This is an optimization exercise on Yosys and OpenROAD, whose aim is small area, a short achievable clock period and few clock cycles per item, not a production implementation.
In this exercise RTL edits were held to simulation tests only and were not proved equivalent to the original.

==> run P: inputs <==
// CNN
module CNN(
    input                       clk,
    input                       rst_n,
    input                       in_valid,
    input      signed [15:0]    in_data,
    input                       opt,
    output reg                  out_valid,
    output reg signed [15:0]    out_data
);
==> flow/config.mk <==
export PLATFORM = sky130hd
export DESIGN_NAME = CNN
export DESIGN_NICKNAME = CNN
export VERILOG_FILES = /design/flow/design.v
export SDC_FILE = /design/flow/constraint.sdc
export NUM_CORES = 4
export LEC_CHECK = 0
export ABC_CLOCK_PERIOD_IN_PS = 4500
export CAP_MARGIN = 20
export CORE_MARGIN = 2
export CORE_UTILIZATION = 40
export CTS_CLUSTER_DIAMETER = 150
export CTS_CLUSTER_SIZE = 20
export SLEW_MARGIN = 20
==> flow/constraint.sdc <==
create_clock -name core_clock -period 18.0 [get_ports {clk}]
set_input_delay 3.6000 -clock core_clock [delete_from_list [all_inputs] [get_ports {clk}]]
set_output_delay 3.6000 -clock core_clock [all_outputs]
set_load 0.01 [all_outputs]
standard.sh (not shown) runs the stock make flow with config.mk's settings and CLKGATE_MAP_FILE= SYNTH_SCRIPT=/design/flow/synth_recipe.tcl, a recipe that flattens the netlist after the stock synthesis.
==> flow/flow/run.sh <==
#!/bin/bash
set -euo pipefail
export SYNTH_ARGS=-noabc
export SETUP_SLACK_MARGIN=13.25
bash standard.sh > standard.log 2>&1
==> run F: changes against run P <==
--- a/flow/design.v
+++ b/flow/design.v
@@ -5,17 +5,17 @@
     input      signed [15:0]    in_data,
     input                       opt,
     output reg                  out_valid,
     output reg signed [15:0]    out_data
 );
 reg [15:0] ring [0:35];
 reg [6:0]  cnt;              
 reg        opt_r;
-reg signed [15:0] m0, m1, m2, m3;
+reg signed [15:0] m1, m2, m3;
 integer i;
 reg [7:0]  k_one [0:8];
 reg [7:0]  k_two [0:8];
 reg [7:0]  k_neg [0:8];
 reg [15:0] cs0_0, cs0_1;
 reg [1:0] cs0_x;
 reg [15:0] cs1_0, cs1_1;
 reg [1:0] cs1_x;
@@ -24,18 +24,22 @@
 always @(posedge clk or negedge rst_n) begin
     if (!rst_n)
         cnt <= 7'd0;
     else if (cnt == 7'd68)
         cnt <= 7'd0;
     else if (cnt != 7'd0 || in_valid)
         cnt <= cnt + 7'd1;
 end
-always @(posedge clk)
-    out_valid <= (cnt >= 7'd64) && (cnt <= 7'd67);
+always @(posedge clk or negedge rst_n) begin
+    if (!rst_n)
+        out_valid <= 1'b0;
+    else
+        out_valid <= (cnt >= 7'd64) && (cnt <= 7'd67);
+end
 always @(posedge clk) begin
     if (cnt == 7'd0)
         opt_r <= opt;
 end
 always @(posedge clk) begin
     ring[0] <= (cnt < 7'd36) ? in_data : ring[35];
     for (i = 1; i < 36; i = i + 1)
         ring[i] <= ring[i-1];
@@ -45,26 +49,21 @@
 always @(*) begin
     for (i = 0; i < 8; i = i + 1) begin
         e_one[i] = kx[2*i+1] ^ kx[2*i];
         e_two[i] = (kx[2*i+2] & ~kx[2*i+1] & ~kx[2*i]) | (~kx[2*i+2] & kx[2*i+1] & kx[2*i]);
         e_neg[i] = kx[2*i+2] & ~(kx[2*i+1] & kx[2*i]);
     end
 end
 always @(posedge clk) begin
-    if (cnt >= 7'd36 && cnt <= 7'd44) begin
-        k_one[8] <= e_one;
-        k_two[8] <= e_two;
-        k_neg[8] <= e_neg;
-    end
-    for (i = 0; i < 8; i = i + 1)
-        if (cnt == 7'd37 + i) begin
-            k_one[i] <= k_one[8];
-            k_two[i] <= k_two[8];
-            k_neg[i] <= k_neg[8];
+    for (i = 0; i < 9; i = i + 1)
+        if (cnt == 7'd36 + i) begin
+            k_one[i] <= e_one;
+            k_two[i] <= e_two;
+            k_neg[i] <= e_neg;
         end
 end
 wire s0t0_xn0_0;
 wire s0t0_xn0_1;
 wire s0t0_xn0_2;
 wire s0t0_xn0_3;
 wire s0t0_xn0_4;
 wire s0t0_xn0_5;
@@ -5241,39 +5240,50 @@
     cs1_x <= {r1_c743, r1_c773};
     cs2_0 <= {r2_x1307, r2_c1258, r2_c1256, r2_c1254, r2_c1252, r2_c1250, r2_c1248, r2_c1246, r2_c1244, r2_c1242, r2_c1240, r2_c1238, r2_c1236, r2_c1234, r2_c1232, r2_s1231};
     cs2_1 <= {r2_c1260, r2_s1259, r2_s1257, r2_s1255, r2_s1253, r2_s1251, r2_s1249, r2_s1247, r2_s1245, r2_s1243, r2_s1241, r2_s1239, r2_s1237, r2_s1235, r2_s1233, r2_s1143};
     cs2_x <= {r2_c1200, r2_c1230};
 end
 wire        px = ^cs2_x;
 wire [17:0] t1 = {2'b0, cs2_0} + {2'b0, cs2_1} + (px ? 18'h10000 : 18'h08000);
 wire signed [15:0] conv = t1[15:0] ^ 16'h8000;
-reg  [3:0] wr, wr_n;
-reg        first, last, ld0, ld1, ld2;
-always @(*) begin
-    wr_n[0] = (cnt == 7'd45) || (cnt == 7'd46) || (cnt == 7'd51) || (cnt == 7'd52);
-    wr_n[1] = (cnt == 7'd47) || (cnt == 7'd48) || (cnt == 7'd53) || (cnt == 7'd54);
-    wr_n[2] = (cnt == 7'd57) || (cnt == 7'd58) || (cnt == 7'd63) || (cnt == 7'd64);
-    wr_n[3] = (cnt == 7'd59) || (cnt == 7'd60) || (cnt == 7'd65) || (cnt == 7'd66);
-end
+reg  [1:0] blk;
+reg        upd, first, last, ld1, ld2;
 always @(posedge clk) begin
-    wr    <= wr_n;
+    blk <= 2'd0; upd <= 1'b0;
+    case (cnt + 7'd1)
+        7'd46, 7'd47, 7'd52, 7'd53: begin blk <= 2'd0; upd <= 1'b1; end
+        7'd48, 7'd49, 7'd54, 7'd55: begin blk <= 2'd1; upd <= 1'b1; end
+        7'd58, 7'd59, 7'd64, 7'd65: begin blk <= 2'd2; upd <= 1'b1; end
+        7'd60, 7'd61, 7'd66, 7'd67: begin blk <= 2'd3; upd <= 1'b1; end
+        default: ;
+    endcase
     first <= (cnt == 7'd45) || (cnt == 7'd47) || (cnt == 7'd57) || (cnt == 7'd59);
     last  <= (cnt == 7'd66);
-    ld0   <= (cnt == 7'd63);
     ld1   <= (cnt == 7'd64);
     ld2   <= (cnt == 7'd65);
 end
-wire signed [15:0] mb = ({16{wr[0]}} & m0) | ({16{wr[1]}} & m1)
-                      | ({16{wr[2]}} & m2) | ({16{wr[3]}} & m3);
+reg signed [15:0] mb;
+always @(*) begin
+    case (blk)
+        2'd0: mb = out_data;
+        2'd1: mb = m1;
+        2'd2: mb = m2;
+        default: mb = m3;
+    endcase
+end
 wire signed [15:0] acur = first ? {opt_r, 15'd0} : mb;
 wire [17:0] t2 = {2'b0, cs2_0} + {2'b0, cs2_1} + (px ? 18'h10000 : 18'h08000)
                + {2'b0, ~(acur ^ 16'h8000)};
 wire               gt   = t1[16] ^ t2[16];
 wire signed [15:0] mx   = gt ? conv : acur;
 always @(posedge clk) begin
-    if (wr[0]) m0 <= mx;
-    if (wr[1]) m1 <= mx;
-    if (wr[2]) m2 <= mx;
-    if (wr[3]) m3 <= mx;
-    out_data <= ld0 ? m0 : ld1 ? m1 : ld2 ? m2 : mx;
+    if (upd && blk == 2'd1) m1 <= mx;
+    if (upd && blk == 2'd2) m2 <= mx;
+    if (upd && blk == 2'd3) m3 <= mx;
+    if ((upd && blk == 2'd0) || last)
+        out_data <= mx;
+    else if (ld1)
+        out_data <= m1;
+    else if (ld2)
+        out_data <= m2;
 end
 endmodule
==> flow/run.sh (new file) <==
#!/bin/bash
# synth_recipe.tcl (not shown) runs the flow's synth.tcl, then flattens the netlist and writes it again
# the make line also repeats each setting of config.mk as NAME=value (left out here)
make -C /OpenROAD-flow-scripts/flow DESIGN_CONFIG=/design/flow/config.mk WORK_HOME=/design/flow/orfs CLKGATE_MAP_FILE= SYNTH_SCRIPT=/design/flow/synth_recipe.tcl finish
removed: flow/flow/run.sh
removed: flow/standard.sh
==> comparison table <==
|  | run P | run F |
|---|---|---|
| Crit path time final | 4.77 ns | 5.22 ns |
| Proportion of cell area occupied by registers | 41.3% | 39.2% |
| Post-synthesis sequential area ratio | 44.5% | 41.6% |
| WL final | 142000 µm | 154000 µm |
| Total global-route track usage | 21.6% | 22.3% |
| Arrival @ worst endpoint | 1.17 ns | 1.62 ns |
| Instance area at placement | 52700 µm² | 55400 µm² |
| Result of the run | complete, no violations | complete, no violations |
| Standard-cell rows | 131 | 134 |
| Placement Setup Slack | 12.66 ns | 12.30 ns |
| Maximum operating frequency | 210 MHz | 191 MHz |
| Post-synthesis share of cell area spent on xor and xnor gates | 13.5% | 10.4% |
| Critical Path Fanout Max | 1 | 2 |
| Met2 layer wire length in the routed design | 63300 µm | 69200 µm |
| Setup slack after layout | 13.23 ns | 12.78 ns |
| Horizontal extent of the die | 361 µm | 370 µm |
| Full die area | 130000 µm² | 137000 µm² |
| Post-CTS Setup Repair Bufs | 16 | 0 |
| FFs & Latches | 991 | 974 |
Testbench counts of run P, summed over its fixed seeds: cycles 66,240, items 960.
Testbench counts of run F, summed over its fixed seeds: cycles 66,240, items 960.

-- re-timing with driven ports --
The flow's constraints put no driver on any port. The routed layouts listed below were extracted and timed again, unchanged, in two steps. Step 1 sets driving cells, clkbuf_16 on the clock port and buf_2 on the other inputs (assumed; they add their load-dependent delay and slew). Step 2 also shifts input and output timing later by t, the mid clock arrival at the registers, as if the neighbouring blocks saw the same clock. Slacks: no drivers / after step 1 / after step 2; pairs: no drivers / after step 1.
run	shift t [ns]	setup slack, ns	worst setup path after step 2	slew at the worst register clock pin (ns)	worst slew at a driven data input, ns
run P	0.747	13.231 / 13.161 / 13.020	input to register	0.11 / 0.11	0.13
run F	0.750	12.776 / 12.701 / 12.273	input to register	0.10 / 0.10	0.15
After both steps every run listed still meets setup and hold. For run F, which loses most, drivers alone change the setup slack by -0.075 ns; drivers and shift together by -0.503 ns.
